This is an optimization exercise on Yosys and OpenROAD, whose aim is small area, a short achievable clock period and few clock cycles per item, not a production implementation. Function was checked by simulation only, so behaviour that the tests miss may differ from the original. Power is estimated from default activity; no workload was simulated.

oak:
==> module CORDIC, before the edit <==
module CORDIC (
    input clk,
    input rst,
    input input_ready,
    input [15:0] angle,
    output reg output_ready,
    output reg signed [15:0] cosine_out,
    output reg signed [15:0] sine_out
);
    reg               busy;
    reg               first;  
    reg        [3:0]  m;      
    reg               up;     
    reg signed [11:0] r;      
    reg        [10:0] t;      
    reg               d1, d2;   
    reg               f1, f0;   
    function [16:0] bk_add;
        input [16:0] a, b;
        input        cin;
        reg [16:0] g, p, G, P, c;
        integer i, d;
        begin
            g = a & b;
            p = a ^ b;
            G = g;
            P = p;
            for (d = 1; d < 17; d = d * 2)
                for (i = 2 * d - 1; i < 17; i = i + 2 * d) begin
                    G[i] = G[i] | (P[i] & G[i - d]);
                    P[i] = P[i] & P[i - d];
                end
            for (d = 8; d >= 1; d = d / 2)
                for (i = 3 * d - 1; i < 17; i = i + 2 * d) begin
                    G[i] = G[i] | (P[i] & G[i - d]);
                    P[i] = P[i] & P[i - d];
                end
            c[0] = cin;
            for (i = 1; i < 17; i = i + 1)
                c[i] = G[i - 1] | (P[i - 1] & cin);
            bk_add = p ^ c;
        end
    endfunction
    function signed [15:0] sh;
        input signed [15:0] x;
        input [3:0] m;
        reg signed [15:0] y;
        begin
            y = x >>> 4;
            y = m[3] ? y >>> 8 : y;
            y = m[2] ? y >>> 4 : y;
            y = m[1] ? y >>> 2 : y;
            sh = m[0] ? y >>> 1 : y;
        end
    endfunction
    wire in_d1 = (angle >= 16'd11520);
    wire in_d2 = in_d1 ? (angle >= 16'd18321) : (angle >= 16'd4719);
    wire in_f1 = in_d1 ? (angle >= 16'd21914) : (angle >= 16'd8312);
    wire in_f0 = in_d1 ? (angle >= 16'd14728) : (angle >= 16'd1126);
    wire d3 = d2 ? f1 : f0;
    wire [3:0] m_next = busy ? m + 4'd1 : 4'd0;
    reg [10:0] t_next;
    always @* begin
        case (m_next)
            4'd0: t_next = 11'd915;
            4'd1: t_next = 11'd458;
            4'd2: t_next = 11'd205;
            4'd3: t_next = 11'd115;
            4'd4: t_next = 11'd57;
            4'd5: t_next = 11'd29;
            4'd6: t_next = 11'd14;
            4'd7: t_next = 11'd7;
            4'd8: t_next = 11'd4;
            4'd9: t_next = 11'd2;
            default: t_next = 11'd1;
        endcase
    end
    reg [11:0] z4;    
    always @* begin
        case ({d1, d2, d3})
            3'b111: z4 = 12'd3258;
            3'b110: z4 = 12'd3706;
            3'b101: z4 = 12'd168;
            3'b100: z4 = 12'd616;
            3'b011: z4 = 12'd1944;
            3'b010: z4 = 12'd2392;
            3'b001: z4 = 12'd2950;
            default: z4 = 12'd3398;    
        endcase
    end
    wire [11:0] k = first ? ~z4 : ({12{up}} ^ {1'd0, t});
    wire [16:0] r_w = bk_add({5'd0, r}, {5'd0, k}, up | first);
    wire signed [11:0] r_n = r_w[11:0];
    reg signed [15:0] c4, s4;
    always @* begin
        case ({d1, d2, d3})
            3'b111: begin c4 = -16'sd1553; s4 = 16'sd32645; end
            3'b110: begin c4 = 16'sd6529;  s4 = 16'sd32023; end
            3'b101: begin c4 = 16'sd13990; s4 = 16'sd29536; end
            3'b100: begin c4 = 16'sd20830; s4 = 16'sd25184; end
            3'b011: begin c4 = 16'sd25184; s4 = 16'sd20830; end
            3'b010: begin c4 = 16'sd29536; s4 = 16'sd13990; end
            3'b001: begin c4 = 16'sd32023; s4 = 16'sd6529;  end
            default: begin c4 = 16'sd32645; s4 = -16'sd1553; end
        endcase
    end
    wire signed [15:0] ss = busy ? sh(sine_out, m) : 16'sd0;
    wire signed [15:0] cs = busy ? sh(cosine_out, m) : 16'sd0;
    wire [16:0] c_w = bk_add({1'b0, cosine_out}, {1'b0, ss ^ {16{up}}}, up);
    wire [16:0] s_w = bk_add({1'b0, sine_out}, {1'b0, cs ^ {16{~up}}}, ~up);
    always @(posedge clk) begin
        if (rst) begin
            busy <= 1'b0;
            output_ready <= 1'b0;
        end else if (busy) begin
            if (m == 4'd11) begin
                busy <= 1'b0;
                output_ready <= 1'b1;
            end
        end else if (input_ready) begin
            busy <= 1'b1;
            output_ready <= 1'b0;
        end
        first <= ~rst && ~busy && input_ready;
        cosine_out <= first ? c4 : c_w[15:0];
        sine_out <= first ? s4 : s_w[15:0];
        t <= t_next;
        up <= ~r_n[11];
        d1 <= in_d1;
        d2 <= in_d2;
        f1 <= in_f1;
        f0 <= in_f0;
        if (busy) begin
            m <= m + 4'd1;
            r <= r_n;
        end else begin
            m <= 4'd15;
            r <= (angle >= 16'd25546) ? 12'd1162 : angle[11:0];
        end
    end
endmodule
export LEC_CHECK = 0
export ABC_AREA = 1
export CAP_MARGIN = 20
export CORE_MARGIN = 2
export CORE_UTILIZATION = 40
export SLEW_MARGIN = 20
create_clock -name core_clock -period 10.0 [get_ports {clk}]
standard.sh (not shown) runs the stock make flow with config.mk's settings and CLKGATE_MAP_FILE= SYNTH_SCRIPT=/design/flow/synth_recipe.tcl, a recipe that flattens the netlist after the stock synthesis.
==> flow/flow/run.sh <==
#!/bin/bash
# Standard layout with extra make settings for timing repair and the clock tree.
set -euo pipefail
bash standard.sh SETUP_SLACK_MARGIN=6.5 'BUFFER_PORTS_ARGS=-buffer_cell sky130_fd_sc_hd__buf_2' 'CTS_ARGS=-sink_clustering_enable -repair_clock_nets -dont_use_dummy_load -buf_list {sky130_fd_sc_hd__clkbuf_2 sky130_fd_sc_hd__clkbuf_4 sky130_fd_sc_hd__clkbuf_8}' finish > make_finish.log 2>&1
Testbench counts of oak, summed over its fixed seeds: cycles 33,600, items 2,400.
For pine, these inputs were changed with respect to oak:
--- a/flow/design.v
+++ b/flow/design.v
@@ -12,5 +12,5 @@
     reg        [3:0]  m;      
     reg               up;     
-    reg signed [11:0] r;      
+    reg signed [12:0] r;      
     reg        [10:0] t;      
     reg               d1, d2;   
@@ -76,20 +76,20 @@
         endcase
     end
-    reg [11:0] z4;    
+    reg [12:0] z4;    
     always @* begin
         case ({d1, d2, d3})
-            3'b111: z4 = 12'd3258;
-            3'b110: z4 = 12'd3706;
-            3'b101: z4 = 12'd168;
-            3'b100: z4 = 12'd616;
-            3'b011: z4 = 12'd1944;
-            3'b010: z4 = 12'd2392;
-            3'b001: z4 = 12'd2950;
-            default: z4 = 12'd3398;    
+            3'b111: z4 = 13'd7354;
+            3'b110: z4 = 13'd3706;
+            3'b101: z4 = 13'd168;
+            3'b100: z4 = 13'd4712;
+            3'b011: z4 = 13'd1944;
+            3'b010: z4 = 13'sd6488;
+            3'b001: z4 = 13'sd2950;
+            default: z4 = 13'd7494;    
         endcase
     end
-    wire [11:0] k = first ? ~z4 : ({12{up}} ^ {1'd0, t});
-    wire [16:0] r_w = bk_add({5'd0, r}, {5'd0, k}, up | first);
-    wire signed [11:0] r_n = r_w[11:0];
+    wire [12:0] k = first ? ~z4 : ({13{up}} ^ {2'd0, t});
+    wire [16:0] r_w = bk_add({4'd0, r}, {4'd0, k}, up | first);
+    wire signed [12:0] r_n = r_w[12:0];
     reg signed [15:0] c4, s4;
     always @* begin
@@ -126,5 +126,5 @@
         sine_out <= first ? s4 : s_w[15:0];
         t <= t_next;
-        up <= ~r_n[11];
+        up <= ~r_n[12];
         d1 <= in_d1;
         d2 <= in_d2;
@@ -136,5 +136,5 @@
         end else begin
             m <= 4'd15;
-            r <= (angle >= 16'd25546) ? 12'd1162 : angle[11:0];
+            r <= (angle >= 16'd25546) ? 13'd1162 : angle[12:0];
         end
     end
--- outcome ---
Final-layout non-clock buffer area share ends up lower on pine.
Looking only at sum of met3 wire segment lengths after detailed routing, and setting everything else aside, the lower value of oak and pine goes to oak.
Going from oak to pine, the power was found to have gone up by 0.00013 W.
Diff oak -> pine: peak per-stage delay on the critical path moved up; pin count of the biggest net entering global routing went down by about 14%; post-synthesis simple-gate area fraction now larger; tap cell instance count comparable; synthesized cell count moved up.
Every stage of the flow completed for pine, and the final layout passed the timing, DRC and antenna checks.
Average routed wire per standard cell: pine > oak
Delta (pine minus oak): cell count moved up; met1 wire length rose by about 1.9%; internal power rose 4.5%; post-layout worst setup margin about even.
oak vs pine, cell type of the slowest stage on the worst timing path: sky130_fd_sc_hd__dfxtp_4 vs sky130_fd_sc_hd__or2_2
Testbench counts of pine, summed over its fixed seeds: cycles 33,600, items 2,400.

-- port drivers added, routing unchanged --
How much do the figures lean on ideal ports? The routed layouts below were timed once more, with nothing changed but the port constraints.
Step 1 (the two cells are an assumption about what drives the block):
set clk [get_ports {clk}]
set_driving_cell -lib_cell sky130_fd_sc_hd__clkbuf_16 $clk
set_driving_cell -lib_cell sky130_fd_sc_hd__buf_2 [delete_from_list [all_inputs] $clk]
Step 2 adds t to the input delays and takes it off the output delays; t is the mean of the earliest and latest rising clock arrival at the registers after step 1. Input paths then give back, and output paths get back, about the clock's delay inside the block.
Three values: no drivers, after step 1, after step 2; two values: the first two.
run | t (ns) | slack for setup (ns) | clock arrival spread, ns
oak | 0.390 | 6.775 / 6.775 / 6.481 | 0.016 / 0.015
pine | 0.399 | 6.774 / 6.774 / 6.604 | 0.018 / 0.018
After both steps setup and hold are still met in every run listed. The setup slack of oak, which loses most, moves by 0.000 ns with the drivers and by -0.294 ns with both steps.
